From an optimization exercise on the open Yosys and OpenROAD flow, aimed at small area and a short achievable clock period; shortcuts taken in it are not production practice.
At most, simulation tests tie the RTL to the original design; equivalence was not proved.
No functional check of the RTL was part of run 2.

==> flow/design.v (outline; a module is shown in full before it is edited, if it fits) <==
// module mas_ripple_carry_adder_4b: 18 lines
// module mas_ripple_carry_adder_8b: 27 lines
// module mas_ripple_carry_adder_16b: 27 lines
// module mas_ripple_carry_adder_32b: 27 lines
// module mas_mul_vedic_2x2: 10 lines
// module mas_mul_vedic_4x4: 46 lines
// module mas_mul_vedic_8x8: 46 lines
// module mas_mul_vedic_16x16: 46 lines
// module mas_mul_vedic_32x32: 2137 lines
// module mas_mul_fa: 4 lines
// module mas_mul_ha: 4 lines
// module mas_mul_bsel: 3 lines
// module mas_mul_bseli: 3 lines
module mas_mul_vedic_32x32 (
  input               clk,
  input               rstn,
  input        [31:0] in1,
  input        [31:0] in2,
  output logic [63:0] res
);
  // ...
==> flow/flow/run.sh <==
#!/bin/bash
# The standard layout, with plain buffers (not delay cells) on the ports.
export BUFFER_PORTS_ARGS="-buffer_cell sky130_fd_sc_hd__buf_2"
bash standard.sh > standard.log 2>&1
==> flow/standard.sh <==
#!/bin/bash
# synth_recipe.tcl (not shown) runs the flow's synth.tcl, then flattens the netlist and writes it again
# the make line also repeats each setting of config.mk as NAME=value (left out here)
make -C /OpenROAD-flow-scripts/flow DESIGN_CONFIG=/design/flow/config.mk WORK_HOME=/design/flow/orfs CLKGATE_MAP_FILE= SYNTH_SCRIPT=/design/flow/synth_recipe.tcl "${@:-finish}"
==> flow/config.mk <==
export PLATFORM = sky130hd
export DESIGN_NAME = mas_mul_vedic_32x32
export DESIGN_NICKNAME = mas_mul_vedic_32x32
export VERILOG_FILES = /design/flow/design.v
export SDC_FILE = /design/flow/constraint.sdc
export NUM_CORES = 4
export LEC_CHECK = 0
export ABC_AREA = 1
export CAP_MARGIN = 60
export CORE_MARGIN = 2
export CORE_UTILIZATION = 45
export SLEW_MARGIN = 60
export SYNTH_HIERARCHICAL = 1
==> flow/constraint.sdc <==
create_clock -name core_clock -period 25.0 [get_ports {clk}]
set_input_delay 5.0000 -clock core_clock [delete_from_list [all_inputs] [get_ports {clk}]]
set_output_delay 5.0000 -clock core_clock [all_outputs]
set_load 0.01 [all_outputs]
==> flow_summary.toml, run 1 <==
[final_layout]
reg_top3 = "res: 64 flops, na: 32 flops"
antenna_cells = 0
biggestCellCategory = "multi-input combinational cells"
mostFrequentLayoutCells = "546 x xor2_1, 496 x o22ai_1, 485 x fa_1"

[global_route]
grt_use_met3_pct = 8.63
grt_max_degree = 53
grt_pass1_wl_um = 139000
track_usage_pct = 29.7
met1_usage_pct = 38.3

[setup_path]
path_buf_inv = 1
cp_top_family = "flip-flops"
path_class = "reg2out"
crit_chain = "buf_2"
slowest_delay_ns = 0.39
crit_arrival_ns = 1.03
worst_path_max_delay_cell = "dfrtp_1"

[timing]
finalSetupTns_ns = 0
tightest_slew_ns = 0.613

[synthesis]
synth.top_cell.area_share_pct = 36.2
synthCells = 2866
ys_seq_area_share_pct = 12.0

[routing]
via_per_inst = 6.31
wl_met3_um = 10400
met2_length_um = 40900

[clock_tree]
post_cts_buffers = 0
cts.htree.levels = 4
cts.clk_slew.worst_paths_ns = 0.08

[floorplanning]
die_y_um = 248

[worst_hold_path]
worstHoldPathType = "reg2reg"

[outcome]
outcome = "timing/DRC/antenna clean"
==> run 2, diff against run 1 <==
--- a/flow/design.v
+++ b/flow/design.v
@@ -252,19 +252,18 @@
   input        [31:0] in2,
   output logic [63:0] res
 );
 wire  [63:0] p;
 wire  [15:0] eone, etwo, eneg;
 logic [15:0] bone, btwo, bneg;    
 logic        nb31;                
 logic [31:0] na;                  
-always_ff @(posedge clk, negedge rstn) begin
-  if (!rstn) res <= '0;
-  else       res <= p;
+always_ff @(posedge clk) begin
+  res <= p & {64{rstn}};
 end
 always_ff @(posedge clk) begin
   na <= ~(in1 & {32{rstn}});
 end
 always_ff @(posedge clk) begin
   bone <= eone;
   btwo <= etwo;
   bneg <= eneg;
==> run 2 against run 1 <==
Against the previous run: critical path type is now reg2reg; clock-buffer cell count rose by 3; worst hold slack improved by 0.017 ns; cell count rose by 0.87%; die area fell by 0.12%; utilization fell by 0.11 points; critical path depth rose by 18; non-clock buffer count fell by 2; via count rose by 0.45%; first-iteration DRC count rose by 2.2%; sequential share of layout area fell by 1.1 points; wire length rose by 2.6%.
==> flow_summary.toml, run 2 <==
[final_layout]
multiInputGateArea_um2 = 22200
mostFrequentLayoutCells = "531 x xor2_1, 496 x o22ai_1, 485 x fa_1"
final_area_um2 = 28500
seq_area_um2 = 3000
fin_nets = 3479
largest_reg_flops = 64
nFillCells = 5505
area_growth_syn_to_layout_pct = 6.19
final_layout_size_suffix_gt1_share_pct = 12.1
largest-register = "res"
layout.core_utilization_pct = 48.3
mostFrequentLayoutCell = "xor2_1"
final_cells = 3610
antenna_cells = 0
reg_top3 = "res: 64 flops, na: 32 flops"

[synthesis]
synth.distinct_cells = 41
post-synth-top-area-cell = "fa_1"
synth_top_family_by_area = "adder cells"
synth_warnings = 7
synth_seq_cells = 145
yosysMostFrequentCell = "xor2_1"
synthArstFlopShare_pct = 0
ys_top_cells_by_count = "531 x xor2_1, 496 x o22ai_1, 485 x fa_1"
muxShareOfSynthArea_pct = 0
synth_edf_count = 0
synth.top_cell.area_share_pct = 36.2
synth_compound_area_share_pct = 14.7
synth-xor-area-share_pct = 17.9
ys.flop_type = "dfxtp_1"
synthCells = 2904
ys_seq_area_share_pct = 10.8
yosys.area_share.adder_pct = 41.1
yosys.area_share.simple_pct = 8.93
synth_area_leaders = "fa_1 36%, xor2_1 17%, o22ai_1 12%"
avgSynthCellArea_um2 = 9.23
synthesis.area_um2 = 26800

[clock_tree]
ctsHoldBuffers = 0
cts.htree.levels = 4
cts_buffers = 17
post_cts_resized = 0
clock_path_buffers = 2
cts_sinks = 145
clock_latency_ns = 0.50
tritoncts = "done"
cts_root_buffer = "clkbuf_16"
post_cts_buffers = 0
cts.clk_slew.worst_paths_ns = 0.07

[setup_path]
cp-startpoint = "na[26]"
crit_chain = "buf_4, o22ai_1, xor2_1, fa_1, fa_1, fa_1, fa_1, fa_1, fa_1, ha_1, nand2_1, nor2_1, nor2_1, nand2_1, a21oi_2, nand2_8, fa_1, o21ai_0, a21oi_1"
path_common_cell = "fa_1"
crit_arrival_ns = 6.47
cp.required_ns = 25.38
path_class = "reg2reg"
cp_top_family = "adder cells"
cp_max_fo = 33
path_buf_inv = 1
cp-end-kind = "register"
slowest_delay_ns = 0.55
worst_path_max_delay_cell = "fa_1"
start_kind = "register"
reg2reg_from = "na[26]"

[global_route]
grt_pass1_vias = 24500
track_usage_pct = 30.4
antenna_found_initial = 0
grt_pass1_wl_um = 140000
grt_max_degree = 76
grt-ovfl-total = 0

[timing]
maxSlewViolCount = 0
rsz0062_at_grt = "false"
timing.hold.ws_ns = 0.846
period_share_pct = 24.3
max_freq_ghz = 0.164
tightest_slew_ns = 0.645
max-slew-margin-rel_pct = 57.0
fin_crit_ns = 6.09
clock_skew_ns = 0.0151
finalSetupViolations = 0
finalSetupTns_ns = 0
finalHoldViolations = 0

[floorplanning]
core_area_um2 = 58900
fp.dieW_um = 248
fp-row-count = 89
start_util_pct = 45.5
die_y_um = 248
pin_count = 130
dieArea_um2 = 61500

[routing]
wl_um = 91900
vias = 22700
drtIter0Drc = 2332
drtPass1Iterations = 8
via_per_inst = 6.29
wl_per_cell_um = 25.5
ant_nets = 0
drc = 0

[place]
place_area_um2 = 27900
placed_cells_incl_taps = 3576
gp_congestion = 0.876
dp_hpwl_um = 56500
portBuffers = 129

[outcome]
outcome = "timing/DRC/antenna clean"

[job]
maxCapViolCount = 0

[worst_hold_path]
worstHoldStart = "bneg[0]"
worstHoldPathType = "reg2reg"
==> run 2: final timing paths <==
kind         endpoint  slack [ns]  cells after the start
max           res[33]       18.91                     19
min            res[0]        0.85                      3
max reg2reg   res[33]       18.91                     19
min reg2reg    res[0]        0.85                      3
==> run 2: layer usage <==
layer | share of wire [%] | track usage (%) | wire length, um | vias up
li1 | - | - | - | 9505
met1 | 36 | 36.0 | 33200 | 11300
met4 | 5.6 | 17.7 | 5170 | 0
met5 | 0 | 0 | 0 | -
met2 | 48 | 50.1 | 44200 | 1510
met3 | 10 | 7.66 | 9320 | 393
==> run 2: cells by family (layout without fill, tap and decap cells) <==
| family | Yosys count | count (layout) |
|---|---|---|
| other cells | 1 | 11 |
| simple gates | 535 | 535 |
| flops | 145 | 145 |
| fa+ha+maj | 589 | 589 |
| compound gates | 645 | 645 |
| xor+xnor | 548 | 548 |
| buf+inv | 441 | 364 |
==> run 2: final cells by class <==
class	instances	share of cell area, %
inverters	136	1.80
multi-input cells	2328	77.9
clock buffers	21	1.62
clock inverters	11	0.281
repair buffers	196	4.44
well taps	773	3.40
flip-flops and latches	145	10.5
==> run 2: per-module statistics from Yosys (local to each module, per instance) <==
module / flip-flops and latches / cells inside / times used / area (um^2)
mas_mul_fa: 0 / 1 / 480 / 20.0
mas_mul_ha: 0 / 1 / 41 / 12.5
mas_mul_vedic_32x32: 145 / 2383 / 1 / 16700
==> run 2: stage by stage <==
stage               setup slack, ns
global route                  18.68
global placement              18.29
finish                        18.91
CTS                           18.87
detailed placement            18.87
floorplan                     19.15
==> run 2: worst reg2reg max path: cells and delay by family (launching register included) <==
kind / cells / cell delay, ns
simple gates: 5 / 0.61
compound gates: 4 / 0.68
xor+xnor: 1 / 0.20
fa+ha+maj: 8 / 3.71
flops: 1 / 0.33
buf+inv: 1 / 0.45

re-timing with driven ports:
In the flow no input, the clock included, has a driving cell. The finished layouts below were timed again as built, in two steps.
Step 1 (the two cells are an assumption about what drives the block):
set clk [get_ports {clk}]
set_driving_cell -lib_cell sky130_fd_sc_hd__clkbuf_16 $clk
set_driving_cell -lib_cell sky130_fd_sc_hd__buf_2 [delete_from_list [all_inputs] $clk]
Step 2 also shifts input and output timing later by t, the mid clock arrival at the registers, as if the neighbouring blocks saw the same clock.
Slacks: no drivers / after step 1 / after step 2; pairs: no drivers / after step 1.
| run | t (ns) | setup WS [ns] | pins driven straight from the clock port |
|---|---|---|---|
| run 1 | 0.557 | 18.966 / 18.905 / 18.826 | 1 |
| run 2 | 0.554 | 18.914 / 18.868 / 18.914 | 1 |
After both steps setup and hold are still met in every run listed. The setup slack of run 1, which loses most, moves by -0.061 ns with the drivers and by -0.140 ns with both steps.
